What follows belongs to an exercise in optimizing a design on an open flow for small area, a short achievable clock period and few clock cycles; a production flow would make more cautious choices.
At most, simulation tests tie the RTL to the original design; equivalence was not proved.
Power figures rest on the tool's default switching activity, not on a simulated workload.

== job 4993 ==
// IntegracaoModulos
module IntegracaoModulos(
	input clock,
	input reset,
	output [15:0] imem_addr,
	input  [15:0] imem_data,
	output [15:0] dmem_addr,
	output [15:0] dmem_wdata,
	output dmem_we,
	input  [15:0] dmem_rdata,
	output halted
);
	reg [15:0] PC;         
	reg [15:0] IR;         
	reg [15:0] RA, RB;     
	reg        valido;     
	reg        halted_r;   
	reg        escrita;    
	reg  [6:0] sel;        
	reg  [2:0] yctl;       
	wire [1:0] formato = IR[15:14];
	wire [4:0] op = IR[10:6];
	wire [15:0] A, B, RESU, proximo;
	wire Z, C, S, O, salto;
	wire [3:0] ZCSO;
	wire eh_alu   = (formato == 2'b10);
	wire eh_store = eh_alu && (op == 5'b01011);
	wire eh_jreg  = (formato == 2'b00) && (IR[13:12] == 2'b11);
	wire eh_jal   = eh_jreg && !IR[11];
	wire desvia   = valido && (formato == 2'b00) && (IR[13] ? 1'b1 : salto);
	wire [2:0] Sel_E = eh_jal ? 3'd6 : IR[13:11];
	wire [15:0] E = RESU;
	wire [15:0] literal = IR[15] ? {IR[7:0], IR[7:0]} : {{5{IR[10]}}, IR[10:0]};
	wire escreve = valido && ((formato == 2'b01) || (eh_alu && !eh_store) || eh_jal);
	wire hab_lo = escreve || (valido && formato == 2'b11 && !IR[10]);
	wire hab_hi = escreve || (valido && formato == 2'b11 && IR[10]);
  ...
Size in the first run: ~980 cells after synthesis, roughly 210 flip-flops, about 84 I/O pins, ~0.012 mm^2 of cells after synthesis.
==> flow/config.mk <==
export PLATFORM = sky130hd
export DESIGN_NAME = IntegracaoModulos
export DESIGN_NICKNAME = IntegracaoModulos
export VERILOG_FILES = /design/flow/design.v
export SDC_FILE = /design/flow/constraint.sdc
export NUM_CORES = 4
export LEC_CHECK = 0
export CAP_MARGIN = 20
export CORE_MARGIN = 2
export CORE_UTILIZATION = 40
export SLEW_MARGIN = 20
==> flow/constraint.sdc <==
create_clock -name core_clock -period 9.0 [get_ports {clock}]
set_input_delay 1.8000 -clock core_clock [delete_from_list [all_inputs] [get_ports {clock}]]
set_output_delay 1.8000 -clock core_clock [all_outputs]
set_load 0.01 [all_outputs]
standard.sh (not shown) runs the stock make flow with config.mk's settings and CLKGATE_MAP_FILE= SYNTH_SCRIPT=/design/flow/synth_recipe.tcl, a recipe that flattens the netlist after the stock synthesis.
==> flow/flow/run.sh <==
#!/bin/bash
# The standard layout, with changes to how it is made:
#  - ports are buffered with buf_2 cells (by default buffer_ports picks a
#    delay buffer, clkdlybuf4s50_1, which is larger and slower);
#  - clock tree synthesis adds no dummy loads and uses clkbuf_8 buffers;
set -euo pipefail
bash standard.sh \
	"SETUP_SLACK_MARGIN=5.5" \
	"BUFFER_PORTS_ARGS=-buffer_cell sky130_fd_sc_hd__buf_2" \
	"CTS_ARGS=-sink_clustering_enable -repair_clock_nets -dont_use_dummy_load -buf_list sky130_fd_sc_hd__clkbuf_8" \
	finish > standard.log 2>&1
[inputs] job 2578 vs job 4993
diff --git a/flow/flow/run.sh b/flow/flow/run.sh
--- a/flow/flow/run.sh
+++ b/flow/flow/run.sh
@@ -8 +8 @@
-	"SETUP_SLACK_MARGIN=5.5" \
+	"SETUP_SLACK_MARGIN=6" "TNS_END_PERCENT=0" \
Notes after the runs:
[compare] base=job 4993 new=job 2578: overall power now larger, utilization shrank by 1.3 points, number of non-clock buffers in the layout decreased by 14 relative to the old numbers, total routing resource utilization after global routing now sits lower.
Summary of job 2578 over job 4993: setup slack has remained practically unchanged, share of total power consumed by net switching has increased.
Clock group share of total power, job 2578 and job 4993: larger value in job 2578
~same mean routed wirelength per cell in job 2578 and job 4993
Job 2578 and job 4993 ended up with nearly the same minimum clock period after layout.
Changes in job 8669 relative to job 2578:
diff --git a/flow/flow/run.sh b/flow/flow/run.sh
--- a/flow/flow/run.sh
+++ b/flow/flow/run.sh
@@ -8 +8 @@
-	"SETUP_SLACK_MARGIN=6" "TNS_END_PERCENT=0" \
+	"SETUP_SLACK_MARGIN=6" \
Findings:
The standard cells in job 8669 occupy more silicon area than those in job 2578 do.
Comparing job 8669 and job 2578, the higher critical path depth is on job 8669.
From job 8669 to job 2578, overall die height did not move at all.
Against job 2578, sum of met2 wire segment lengths after detailed routing in job 8669 rose by a few percent.
No functional check of the RTL was part of any run of this note.


The RTL this note starts from:
==> flow/design.v <==
module ULA (
	input  [15:0] A,
	input  [15:0] B,
	input  [4:0]  OP,
	output reg [15:0] RESU,
	output O,
	output C,
	output S,
	output Z
);
	wire [15:0] Y = OP[1] ? {16{OP[2]}} : (B ^ {16{OP[2]}});
	wire [16:0] SOMA = {1'b0, A} + {1'b0, Y} + {16'd0, OP[0]};
	wire arit_ok = (OP[2:0] != 3'b010) && (OP[2:0] != 3'b111);
	wire C_arit = SOMA[16] ^ (OP[2] & ~OP[1]);
	assign O = (A[15] == Y[15]) && (SOMA[15] != A[15]);
	wire um = (OP[3:0] == 4'b1111);
	wire [15:0] LOGICA;
	genvar i;
	generate
		for (i = 0; i < 16; i = i + 1) begin : g_logica
			assign LOGICA[i] = OP[{~B[i], ~A[i]}] && (i == 0 || !um);
		end
	endgenerate
	always @(*) begin
		if (OP[4])
			RESU = LOGICA;
		else if (!OP[3])
			RESU = arit_ok ? SOMA[15:0] : 16'd0;
		else if (OP[2:0] == 3'b000)
			RESU = {A[14:0], 1'b0};
		else if (OP[2:0] == 3'b001)
			RESU = {A[15], A[15:1]};
		else
			RESU = 16'd0;
	end
	assign C = OP[3] ? (OP[0] ? A[0] : A[15]) : C_arit;
	assign S = RESU[15];
	assign Z = (RESU == 16'd0);
endmodule
module Registrador_Flags(
	input clock,
	input reset,
	input habilita,
	input [4:0] controleOperacao,
	input Z, C, S, O,
	output reg [3:0] ZCSO       
);
	always @(posedge clock) begin
		if (reset)
			ZCSO <= 4'b0000;
		else if (habilita) begin
			case (controleOperacao)
				5'b10000: ZCSO[0] <= Z;
				5'b01000, 5'b01001: begin
					ZCSO[0] <= Z; ZCSO[1] <= C; ZCSO[2] <= S;
				end
				5'b00000, 5'b00001, 5'b00011,
				5'b00100, 5'b00101, 5'b00110: begin
					ZCSO <= {O, S, C, Z};
				end
				5'b10001, 5'b10010,
				5'b10100, 5'b10101, 5'b10110, 5'b10111,
				5'b11000, 5'b11001, 5'b11010, 5'b11011,
				5'b11100, 5'b11101, 5'b11110: begin
					ZCSO[0] <= Z; ZCSO[2] <= S;
				end
				default: ;
			endcase
		end
	end
endmodule
module TesteFlagsTemporario(
	input [3:0] RFlag_ZCSO,
	input [3:0] condicao,
	input Ver_Fal,
	output reg saida
);
	always @(*) begin
		case (condicao)
			4'b0100: saida = ~(Ver_Fal ^ RFlag_ZCSO[2]);
			4'b0101: saida = ~(Ver_Fal ^ RFlag_ZCSO[0]);
			4'b0110: saida = ~(Ver_Fal ^ RFlag_ZCSO[1]);
			4'b0111: saida = (~(Ver_Fal ^ RFlag_ZCSO[2])) | (~(Ver_Fal ^ RFlag_ZCSO[0]));
			4'b0000: saida = Ver_Fal;
			4'b0011: saida = ~(Ver_Fal ^ RFlag_ZCSO[3]);
			default: saida = 1'b0;
		endcase
	end
endmodule
module Extensor(
	input [15:0] instrucao,
	input [15:0] PC,
	input [15:0] B,
	output [15:0] alvo
);
	wire [15:0] desloc = instrucao[13] ? {{4{instrucao[11]}}, instrucao[11:0]}    
	                                   : {{8{instrucao[7]}}, instrucao[7:0]};     
	assign alvo = (instrucao[13:12] == 2'b11) ? B : PC + desloc;
endmodule
module Banco_Registro (
	input clock,
	input Hab_Lo,
	input Hab_Hi,
	input [2:0] Sel_E,
	input [15:0] E,
	input [2:0] Sel_A,
	input [2:0] Sel_B,
	output [15:0] A,
	output [15:0] B
);
	reg [15:0] registro [0:7];
	always @(posedge clock) begin
		if (Hab_Lo)
			registro[Sel_E][7:0] <= E[7:0];
		if (Hab_Hi)
			registro[Sel_E][15:8] <= E[15:8];
	end
	assign A = registro[Sel_A];
	assign B = registro[Sel_B];
endmodule
module IntegracaoModulos(
	input clock,
	input reset,
	output [15:0] imem_addr,
	input  [15:0] imem_data,
	output [15:0] dmem_addr,
	output [15:0] dmem_wdata,
	output dmem_we,
	input  [15:0] dmem_rdata,
	output halted
);
	reg [15:0] PC;         
	reg [15:0] IR;         
	reg        valido;     
	reg        halted_r;
	wire [1:0] formato = IR[15:14];
	wire [4:0] op = IR[10:6];
	wire [15:0] A, B, RESU, alvo;
	wire Z, C, S, O, salto;
	wire [3:0] ZCSO;
	wire eh_alu   = (formato == 2'b10);
	wire eh_store = eh_alu && (op == 5'b01011);
	wire eh_load  = eh_alu && (op == 5'b01010);
	wire eh_jreg  = (formato == 2'b00) && (IR[13:12] == 2'b11);
	wire eh_jal   = eh_jreg && !IR[11];
	wire eh_halt  = (IR == 16'h2FFF);
	wire desvia   = valido && (formato == 2'b00) && (IR[13] ? 1'b1 : salto);
	always @(posedge clock) begin
		if (reset) begin
			PC <= 16'd0;
			valido <= 1'b0;
			halted_r <= 1'b0;
		end else begin
			PC <= desvia ? alvo : PC + 16'd1;
			valido <= !desvia;
			if (valido && eh_halt)
				halted_r <= 1'b1;
		end
		IR <= imem_data;
	end
	assign imem_addr = PC;
	assign halted = halted_r || (valido && eh_halt);
	Extensor Extensor(.instrucao(IR), .PC(PC), .B(B), .alvo(alvo));
	wire [2:0] Sel_E = eh_jal ? 3'd6 : IR[13:11];
	reg  [15:0] E;
	always @(*) begin
		case (formato)
			2'b01:   E = {{5{IR[10]}}, IR[10:0]};
			2'b11:   E = {IR[7:0], IR[7:0]};
			2'b10:   E = eh_load ? dmem_rdata : RESU;
			default: E = PC;
		endcase
	end
	wire escreve = valido && ((formato == 2'b01) || (eh_alu && !eh_store) || eh_jal);
	wire hab_lo = escreve || (valido && formato == 2'b11 && !IR[10]);
	wire hab_hi = escreve || (valido && formato == 2'b11 && IR[10]);
	Banco_Registro Banco_Registro(
		.clock(clock), .Hab_Lo(hab_lo), .Hab_Hi(hab_hi), .Sel_E(Sel_E), .E(E),
		.Sel_A(IR[5:3]), .Sel_B(IR[2:0]), .A(A), .B(B)
	);
	ULA ULA(.A(A), .B(B), .OP(op), .RESU(RESU), .O(O), .C(C), .S(S), .Z(Z));
	Registrador_Flags Registrador_Flags(
		.clock(clock), .reset(reset), .habilita(valido && eh_alu), .controleOperacao(op),
		.Z(Z), .C(C), .S(S), .O(O), .ZCSO(ZCSO)
	);
	TesteFlagsTemporario TesteFlagsTemporario(
		.RFlag_ZCSO(ZCSO), .condicao(IR[11:8]), .Ver_Fal(IR[12]), .saida(salto)
	);
	assign dmem_addr  = A;
	assign dmem_wdata = B;
	assign dmem_we    = valido && eh_store;
endmodule
Settings: LEC_CHECK=0, CAP_MARGIN=20, CORE_MARGIN=2, CORE_UTILIZATION=40, SETUP_SLACK_MARGIN=5, SLEW_MARGIN=20; clock period 9.0 ns.
run.sh (not shown) runs the stock make flow with config.mk's settings and CLKGATE_MAP_FILE= SYNTH_SCRIPT=/design/flow/synth_recipe.tcl, a recipe that flattens the netlist after the stock synthesis.
Stock flow here: none of the scripts above is used.
Testbench counts at the start, summed over its fixed seeds: cycles 28,186.
Then changed:
- SETUP_SLACK_MARGIN: 5 -> default
Result: Register-to-register slack got worse by 1.1 ns. Maximum frequency shrinks by 20%. Sequential share of layout area goes up by 5.1 points. Count of clock-buffer cells in the layout does not change. Area after synthesis stays the same.

-- what the ideal ports hide --
The results above use ideal ports. As a check the final layouts listed here were re-extracted and re-timed, cells and wires unchanged.
Step 1 (the two cells are an assumption about what drives the block):
set clk [get_ports {clock}]
set_driving_cell -lib_cell sky130_fd_sc_hd__clkbuf_16 $clk
set_driving_cell -lib_cell sky130_fd_sc_hd__buf_2 [delete_from_list [all_inputs] $clk]
Step 2 times the ports against the registers' clock, not the clock port: input delays grow and output delays shrink by t, the midpoint of the rising clock arrivals with the driver on.
Three values: no drivers, after step 1, after step 2; two values: the first two.
run | shift t [ns] | setup WS [ns] | worst setup path at the end | worst data-port slew with drivers (ns) | cell pins on the clock port's net
job 4993 | 0.548 | 5.554 / 5.554 / 5.137 | input to register | 0.04 | 1
job 2578 | 0.553 | 5.556 / 5.556 / 5.090 | input to register | 0.03 | 1
job 8669 | 0.542 | 5.649 / 5.649 / 5.471 | input to register | 0.04 | 1
the first run of note 2 | 0.486 | 4.649 / 4.649 / 4.649 | register to register | 0.04 | 1
the second run of note 2 | 0.481 | 3.589 / 3.589 / 3.589 | register to register | 0.04 | 1
After both steps every run listed still meets setup and hold. The setup slack of job 2578, which loses most, moves by 0.000 ns with the drivers and by -0.466 ns with both steps.
